Background: an optimization exercise with open tools, aiming at small area, a short achievable clock period and few clock cycles. Do not read the settings as production practice.
The clock input has no modelled driver; a real chip could not lean on it and would need a root buffer or a full tree.
Power figures rest on the tool's default switching activity, not on a simulated workload.

## job 101
## STI_DAC
module STI_DAC(clk ,reset, load, pi_data, pi_length, pi_fill, pi_msb, pi_low, pi_end,
	       so_data, so_valid,
	       oem_finish, oem_dataout, oem_addr,
	       odd1_wr, odd2_wr, odd3_wr, odd4_wr, even1_wr, even2_wr, even3_wr, even4_wr);
input		clk, reset;
input		load, pi_msb, pi_low, pi_end;
input	[15:0]	pi_data;
input	[1:0]	pi_length;
input		pi_fill;
output		so_data;
output	reg	so_valid;
output		odd1_wr, odd2_wr, odd3_wr, odd4_wr, even1_wr, even2_wr, even3_wr, even4_wr;
output	reg	oem_finish;
output	[4:0]	oem_addr;
output	[7:0]	oem_dataout;
reg		busy;		 
reg	[2:0]	idx;		 
reg		hi;		 
reg		zero;		 
reg	[1:0]	byte_cnt;	 
reg	[7:0]	shift;		 
reg		wr_odd;		 
reg		wr_even;	 
reg	[5:0]	pix;		 
reg	[3:0]	bank;		 
reg	[5:0]	clr;		 
reg		clearing;	 
reg		clearing_n;	 
function [1:0] byte_src;	 
	input [1:0] len;
	input msb, fill, low;
	input [1:0] b;
	reg bz, bh;
	begin
		bz = 1'b0;
		bh = 1'b0;
		case (len)
		2'd0: bh = low;
		2'd1: bh = msb ^ b[0];
		2'd2: begin
			case (b)
			2'd0: begin bz = msb ^ fill; bh = msb; end
			2'd1: bh = ~fill;
			default: begin bz = ~(msb ^ fill); bh = ~msb; end
			endcase
		end
		default: begin
			bz = b[1] ^ msb ^ fill;
			bh = msb ^ b[0];
		end
		endcase
		byte_src = {bz, bh};
	end
endfunction
wire [1:0] src0 = byte_src(pi_length, pi_msb, pi_fill, pi_low, 2'd0);
wire first_bit = ~src0[1] & (pi_msb ? (src0[0] ? pi_data[15] : pi_data[7])
  ...
Size: ~170 cells after synthesis, roughly 38 flip-flops, about 49 I/O pins.
export LEC_CHECK = 0
export CAP_MARGIN = 20
export CORE_MARGIN = 2
export CORE_UTILIZATION = 40
export SETUP_SLACK_MARGIN = 2.3
export SLEW_MARGIN = 20
create_clock -name core_clock -period 4.0 [get_ports {clk}]
standard.sh (not shown) runs the stock make flow with config.mk's settings and CLKGATE_MAP_FILE= SYNTH_SCRIPT=/design/flow/synth_recipe.tcl, a recipe that flattens the netlist after the stock synthesis.
==> flow/flow/run.sh <==
#!/bin/bash
# Standard synthesis and layout, with plain buf_1 port buffers and free cell sizing.
set -euo pipefail
bash standard.sh synth > synth.log 2>&1
bash standard.sh 'BUFFER_PORTS_ARGS=-buffer_cell sky130_fd_sc_hd__buf_1' MATCH_CELL_FOOTPRINT=0 finish > layout.log 2>&1
Job 101 reached the end of the flow, and the finished layout is clean on the timing, design-rule and antenna checks.
What job 102 does differently from job 101 at the input level:
-- flow/config.mk --
<<< job 101, line 11
export SETUP_SLACK_MARGIN = 2.3
>>> job 102, line 11
export SETUP_SLACK_MARGIN = 2.1
Job 102 vs. job 101: fraction of power consumed by the clock network now sits higher; number of buffers other than clock buffers in the final layout saw a decrease; switching power -26 uW.
No run of this note included a check of the RTL's function; only the layout flow was run.

Another version of the RTL of STI_DAC (not shown whole).
Size in the first run: about 49 I/O pins, about 1900 um2 of cells after synthesis.
Design STI_DAC, start of the top module:
module STI_DAC(clk ,reset, load, pi_data, pi_length, pi_fill, pi_msb, pi_low, pi_end,
	       so_data, so_valid,
	       oem_finish, oem_dataout, oem_addr,
	       odd1_wr, odd2_wr, odd3_wr, odd4_wr, even1_wr, even2_wr, even3_wr, even4_wr);
input		clk, reset;
input		load, pi_msb, pi_low, pi_end;
input	[15:0]	pi_data;
input	[1:0]	pi_length;
input		pi_fill;
output		so_data;
output	reg	so_valid;
output		odd1_wr, odd2_wr, odd3_wr, odd4_wr, even1_wr, even2_wr, even3_wr, even4_wr;
output	reg	oem_finish;
output	[4:0]	oem_addr;
output	[7:0]	oem_dataout;
reg		busy;		 
reg	[2:0]	idx;		 
reg		hi;		 
reg		zero;		 
reg	[1:0]	byte_cnt;	 
reg	[7:0]	shift;		 
reg		wr_pend;	 
reg	[7:0]	pix;		 
reg	[5:0]	clr;		 
function [1:0] byte_src;	 
	input [1:0] len;
	input msb, fill, low;
	input [1:0] b;
	reg bz, bh;
	begin
		bz = 1'b0;
		bh = 1'b0;
		case (len)
		2'd0: bh = low;
		2'd1: bh = msb ^ b[0];
		2'd2: begin
			case (b)
			2'd0: begin bz = msb ^ fill; bh = msb; end
			2'd1: bh = ~fill;
			default: begin bz = ~(msb ^ fill); bh = ~msb; end
			endcase
		end
		default: begin
			bz = b[1] ^ msb ^ fill;
			bh = msb ^ b[0];
		end
		endcase
		byte_src = {bz, bh};
	end
endfunction
  ...
export LEC_CHECK = 0
export CAP_MARGIN = 20
export CORE_MARGIN = 2
export CORE_UTILIZATION = 40
export SETUP_SLACK_MARGIN = 2.0
export SLEW_MARGIN = 20
create_clock -name core_clock -period 4.0 [get_ports {clk}]
Scripts as last shown in full above: flow/flow/run.sh
The starting point completed without violations.
Rerun with:
==> flow/run.sh (new file) <==
#!/bin/bash
# synth_recipe.tcl (not shown) runs the flow's synth.tcl, then flattens the netlist and writes it again
# the make line also repeats each setting of config.mk as NAME=value (left out here)
make -C /OpenROAD-flow-scripts/flow DESIGN_CONFIG=/design/flow/config.mk WORK_HOME=/design/flow/orfs CLKGATE_MAP_FILE= SYNTH_SCRIPT=/design/flow/synth_recipe.tcl finish
Settings changed: SETUP_SLACK_MARGIN 2.0 to 2.3.
removed: flow/flow/run.sh
removed: flow/standard.sh
After rerunning:
- die area is unchanged
- clock skew barely changes
- fmax fell by 2.5%
- first-iteration DRC count came out higher by 16%
- routed wire length went up by 14%
Rerun with:
Settings changed: SETUP_SLACK_MARGIN 2.3 to 2.0.
Utilization falls by 4.9 points.
Via count drops slightly.
Maximum frequency rose by a few percent.
No functional check of the RTL was part of any run of this note.

== birch ==
Another version of the RTL of STI_DAC (not shown whole).
For scale: about 49 I/O pins.
export LEC_CHECK = 0
export CAP_MARGIN = 20
export CORE_MARGIN = 2
export CORE_UTILIZATION = 40
export SETUP_SLACK_MARGIN = 2.1
export SLEW_MARGIN = 20
create_clock -name core_clock -period 4.0 [get_ports {clk}]
==> flow/flow/run.sh <==
#!/bin/bash
# Standard synthesis and layout, with plain buf_1 port buffers and free cell sizing.
set -euo pipefail
bash standard.sh synth > synth.log 2>&1
bash standard.sh 'BUFFER_PORTS_ARGS=-buffer_cell sky130_fd_sc_hd__buf_1' MATCH_CELL_FOOTPRINT=0 finish > layout.log 2>&1
Here is what was changed in the inputs of cedar compared with birch.
Settings: swapping 2.1 for 2.3 in SETUP_SLACK_MARGIN.
Findings:
cedar vs birch, proportion of cell area occupied by multi-input gates went up by 1.0 points.
Compared with birch, in cedar via count now larger, final total negative setup slack comparable, internal power now larger, post-layout instance area now larger.
cedar against birch: global-route usage grew by 0.19 points, fraction of final layout cells with drive strength greater than 1 has increased, time the final worst path needs with I/O delays and setup rose 0.028 ns, fraction of power consumed by combinational cells +1.0 points.
Cmp cedar and birch / met2 routing resource usage after global routing / lower: cedar
Compared to birch, cedar has met3 wire length about 20% higher.
No functional check of the RTL was part of any run of this note.

Setup of lane 2:
Another version of the RTL of STI_DAC (not shown whole).
Size: ~160 cells after synthesis, ~33 flip-flops, ~49 I/O pins.
## STI_DAC
module STI_DAC(clk ,reset, load, pi_data, pi_length, pi_fill, pi_msb, pi_low, pi_end,
	       so_data, so_valid,
	       oem_finish, oem_dataout, oem_addr,
	       odd1_wr, odd2_wr, odd3_wr, odd4_wr, even1_wr, even2_wr, even3_wr, even4_wr);
input		clk, reset;
input		load, pi_msb, pi_low, pi_end;
input	[15:0]	pi_data;
input	[1:0]	pi_length;
input		pi_fill;
output		so_data;
output		so_valid;
output		odd1_wr, odd2_wr, odd3_wr, odd4_wr, even1_wr, even2_wr, even3_wr, even4_wr;
output	reg	oem_finish;
output	[4:0]	oem_addr;
output	[7:0]	oem_dataout;
reg		busy;		 
reg	[2:0]	idx;		 
reg		hi;		 
reg		zero;		 
reg		be;		 
reg		lb;		 
reg		msb_r;		 
reg	[7:0]	shift;		 
reg	[5:0]	pix;		 
reg	[3:1]	bge;		 
reg	[2:1]	beq;		 
reg		wr_odd;		 
reg		wr_even;	 
reg		wr_data;	 
reg		zen_n;		 
wire off = pi_length[1] & (pi_msb ^ pi_fill);	 
reg zero0, hi0;					 
always @(*) begin
	case (pi_length)
	2'd0: begin zero0 = 1'b0; hi0 = pi_low; end
	2'd1: begin zero0 = 1'b0; hi0 = pi_msb; end
	2'd2: begin zero0 = off; hi0 = off ^ pi_msb; end	 
  ...
export LEC_CHECK = 0
export CAP_MARGIN = 20
export CORE_MARGIN = 2
export CORE_UTILIZATION = 40
export SETUP_SLACK_MARGIN = 2.3
export SLEW_MARGIN = 20
create_clock -name core_clock -period 4.0 [get_ports {clk}]
==> flow/flow/run.sh <==
#!/bin/bash
# Standard synthesis and layout, with plain buf_1 port buffers, free cell
# sizing, and a single clock buffer in place of the clock tree (pre_cts.tcl).
set -euo pipefail
here=$(pwd)
bash standard.sh synth > synth.log 2>&1
bash standard.sh 'BUFFER_PORTS_ARGS=-buffer_cell sky130_fd_sc_hd__buf_1' MATCH_CELL_FOOTPRINT=0 "PRE_CTS_TCL=$here/flow/pre_cts.tcl" finish > layout.log 2>&1
==> flow/flow/pre_cts.tcl <==
# Clock tree: one clkbuf_16, placed at the centre of the registers, drives
# every register's clock pin (the design has about 30 registers). This
# replaces ORFS's two-level H-tree; all registers still see the same clock.
set block [ord::get_db_block]
set clknet [$block findNet clk]
set sinks {}
set sx 0
set sy 0
foreach it [$clknet getITerms] {
  set inst [$it getInst]
  set box [$inst getBBox]
  set sx [expr {$sx + ([$box xMin] + [$box xMax]) / 2}]
  set sy [expr {$sy + ([$box yMin] + [$box yMax]) / 2}]
  lappend sinks $it
}
set n [llength $sinks]
puts "pre_cts: $n clock sinks"
set master [[ord::get_db] findMaster sky130_fd_sc_hd__clkbuf_16]
set buf [odb::dbInst_create $block $master clkbuf_root]
set leaf [odb::dbNet_create $block clknet_root]
$leaf setSigType CLOCK
foreach it $sinks {
  $it disconnect
  $it connect $leaf
}
[$buf findITerm A] connect $clknet
[$buf findITerm X] connect $leaf
$buf setLocation [expr {$sx / $n}] [expr {$sy / $n}]
$buf setPlacementStatus PLACED
set_propagated_clock [all_clocks]
# the tree is built; skip ORFS's clock tree synthesis
proc clock_tree_synthesis {args} { puts "pre_cts: clock_tree_synthesis skipped" }
What lane 3 does differently from lane 2 at the input level:
Settings: changing SETUP_SLACK_MARGIN from 2.3 to 2.1.
==> run summary <==
Compared with lane 2, in lane 3 routed wire length shows a reduction of about 5.3%; maximum frequency lost 4.7 MHz; net switching fraction of the power went up 0.23 points.
Compared lane 3 vs lane 2, and register fraction of the total cell area is up in lane 3.
Summary: with lane 2 as the reference, worst IR drop on VDD in lane 3 moved up by a little under 10%.
[lane 3] final clock period utilization by the worst path rose 0.38 points relative to lane 2
Biggest fanout along the worst timing path, lane 3 and lane 2, higher one = lane 2.
Measured against lane 3, the cell-internal power of lane 2 comes out at 1.07 times the reference value.
No run of this note included a check of the RTL's function; only the layout flow was run. In every run of this note, the design's own scripts or RTL, not TritonCTS, make the clock network.

[afterwards: timing with drivers on the ports]
How much do the figures lean on ideal ports? The routed layouts below were timed once more, with nothing changed but the port constraints.
Step 1 (the two cells are an assumption about what drives the block):
set clk [get_ports {clk}]
set_driving_cell -lib_cell sky130_fd_sc_hd__clkbuf_16 $clk
set_driving_cell -lib_cell sky130_fd_sc_hd__buf_2 [delete_from_list [all_inputs] $clk]
Step 2 times the ports against the registers' clock, not the clock port: input delays grow and output delays shrink by t, the midpoint of the rising clock arrivals with the driver on.
Three values: no drivers, after step 1, after step 2; two values: the first two.
run	shift t [ns]	setup slack, ns	worst hold slack (ns)	latest minus earliest clock arrival (ns)	worst slew at a driven data input, ns
job 101	0.315	1.821 / 1.795 / 2.017	0.354 / 0.354 / 0.354	0.003 / 0.003	0.04
job 102	0.307	1.820 / 1.794 / 1.919	0.346 / 0.346 / 0.346	0.007 / 0.007	0.03
the first run of note 2	0.305	1.845 / 1.818 / 1.822	0.447 / 0.447 / 0.447	0.007 / 0.007	0.03
the second run of note 2	0.307	1.790 / 1.764 / 1.870	0.461 / 0.461 / 0.461	0.009 / 0.009	0.04
the third run of note 2	0.299	1.838 / 1.812 / 1.754	0.451 / 0.451 / 0.451	0.004 / 0.004	0.04
birch	0.300	1.849 / 1.823 / 1.909	0.348 / 0.348 / 0.348	0.006 / 0.006	0.04
cedar	0.312	1.822 / 1.796 / 2.033	0.354 / 0.354 / 0.354	0.005 / 0.004	0.04
lane 2	0.204	2.198 / 2.166 / 2.010	0.362 / 0.362 / 0.362	0.014 / 0.014	0.05
lane 3	0.198	2.183 / 2.165 / 1.991	0.353 / 0.353 / 0.353	0.004 / 0.004	0.03
After both steps setup and hold are still met in every run listed. The setup slack of lane 3, which loses most, moves by -0.018 ns with the drivers and by -0.192 ns with both steps.
